Background: an optimization exercise with open tools, aiming at small area. Do not read the settings as production practice.
Function was checked by simulation only, so behaviour that the tests miss may differ from the original.

== 12-11 ==
==> flow/design.v (excerpt) <==
module LCD_driver(
    input system_clk, rst, run,
    input [31:0] score,
    output LCD_RW, LCD_EN, LCD_RS, LCD_RST,
    output reg [7:0] LCD_DATA
);
    localparam S0 = 3'd0, S1 = 3'd1, S1J = 3'd5, S2A = 3'd2, S2B = 3'd3, S3 = 3'd4, S4 = 3'd6;
    reg [2:0] st;
    reg [5:0] idx;
    reg [3:0] dreg;   
    wire [3:0] dig;
    LCD_conv conv(.x(score), .k(~idx[3:0]), .d(dig));
    wire fresh = (idx == 6'd0);
    assign LCD_RS  = ~fresh;
    assign LCD_RW  = fresh;
    assign LCD_EN  = fresh | (st == S2A) | (st == S2B) | (st == S3);
    assign LCD_RST = (fresh & (st == S0)) | (st == S1J);
    wire go4 = (run & ~idx[5]) | (idx[5] & (idx[4] | (idx[3:0] == 4'd0)));
    always @(posedge system_clk) begin
        if (st == S1) dreg <= dig;
        if (rst) begin
            st <= S0;
            idx <= 6'd0;
        end else begin
            case (st)
                S0:  st <= go4 ? S4 : S1;
                S1:  begin st <= S2A; idx <= idx + 6'd1; end
                S1J: begin st <= S2A; idx <= 6'd33; end
                S2A: st <= S2B;
                S2B: st <= S3;
                S3:  st <= S0;
                S4:  st <= run ? S1J : S4;
                default: st <= 3'bxxx;
            endcase
        end
    end
  ...
For scale: roughly 1200 cells after synthesis.
Settings: LEC_CHECK=0, ABC_AREA=1, CAP_MARGIN=20, CORE_MARGIN=2, CORE_UTILIZATION=60, CTS_BUF_LIST=sky130_fd_sc_hd__clkbuf_4, PLACE_DENSITY=0.7, SETUP_SLACK_MARGIN=-1.5, SLEW_MARGIN=20; clock period 30.0 ns.
standard.sh (not shown) runs the stock make flow with config.mk's settings and CLKGATE_MAP_FILE= SYNTH_SCRIPT=/design/flow/synth_recipe.tcl, a recipe that flattens the netlist after the stock synthesis.
==> flow/flow/run.sh <==
#!/bin/bash
set -euo pipefail
W=$(pwd)
cat > "$W/area_synth.tcl" <<EOT
proc abc {args} {
  set i [lsearch -exact \$args -script]
  if {\$i >= 0} { lset args [expr {\$i + 1}] {$W/flow/area.abc} }
  yosys abc {*}\$args
}
source {$W/synth_recipe.tcl}
EOT
bash standard.sh SYNTH_SCRIPT="$W/area_synth.tcl" "BUFFER_PORTS_ARGS=-buffer_cell sky130_fd_sc_hd__buf_1" finish > "$W/standard_flow.log" 2>&1
==> flow/flow/area.abc <==
strash
balance -l
resub -K 6 -l
rewrite -l
resub -K 6 -N 2 -l
refactor -l
resub -K 8 -l
balance -l
resub -K 8 -N 2 -l
rewrite -l
resub -K 10 -l
rewrite -z -l
resub -K 10 -N 2 -l
balance -l
resub -K 12 -l
refactor -z -l
resub -K 12 -N 2 -l
rewrite -z -l
balance -l
balance -l
resub -K 6 -l
rewrite -l
resub -K 6 -N 2 -l
refactor -l
resub -K 8 -l
balance -l
resub -K 8 -N 2 -l
rewrite -l
resub -K 10 -l
rewrite -z -l
resub -K 10 -N 2 -l
balance -l
resub -K 12 -l
refactor -z -l
resub -K 12 -N 2 -l
rewrite -z -l
balance -l
dch -f
amap
topo
12-11: done, clean on timing, DRC and antenna
Changes in 03-17 relative to 12-11:
Settings: PLACE_DENSITY changed from 0.7 to 0.85; SETUP_SLACK_MARGIN changed from -1.5 to -2.0.
==> comparison <==
- On worst slew slack as a fraction of its limit, the higher figure sits with 03-17, not 12-11.
- Final area for 03-17 is lower than for 12-11.
- Re half-perimeter wire length after placement: 03-17 and 12-11 aren't equal, and the lower value belongs to 03-17.
- Against 12-11, first-iteration DRC count in 03-17 came out worse.
- Delta (03-17 minus 12-11): first-pass GRT wire length shows a reduction of 2.0%, share of cell area taken by flip-flops and latches saw little to no change.
- | post-synthesis to final-layout area growth | higher: 12-11 |
- The final cell count without fillers on 03-17 is in line with that on 12-11.
- Every stage of the flow completed for 03-17, and the final layout passed the timing, DRC and antenna checks.
- From 12-11 to 03-17 the numbers moved as follows: setup slack of the critical path after layout down 980 ps, global-route usage now smaller, wire length increased 280 um.

-- re-timing with driven ports --
Ports are ideal in the flow. The routed layouts listed here were re-timed in OpenROAD. Step 1 (the two cells are an assumption about what drives the block):
set clk [get_ports {system_clk}]
set_driving_cell -lib_cell sky130_fd_sc_hd__clkbuf_16 $clk
set_driving_cell -lib_cell sky130_fd_sc_hd__buf_2 [delete_from_list [all_inputs] $clk]
Step 2 also shifts input and output timing later by t, the mid clock arrival at the registers, as if the neighbouring blocks saw the same clock. Three values: ideal, step 1, step 2; two values: the first two.
run | t (ns) | slack for setup (ns) | worst setup path after step 2 | clock arrival spread, ns
12-11 | 0.322 | 1.844 / 1.846 / 1.524 | input to register | 0.004 / 0.004
03-17 | 0.313 | 0.860 / 0.855 / 0.542 | input to register | 0.001 / 0.002
After both steps setup and hold are still met in every run listed. For 12-11, which loses most, drivers alone change the setup slack by +0.002 ns; drivers and shift together by -0.320 ns.
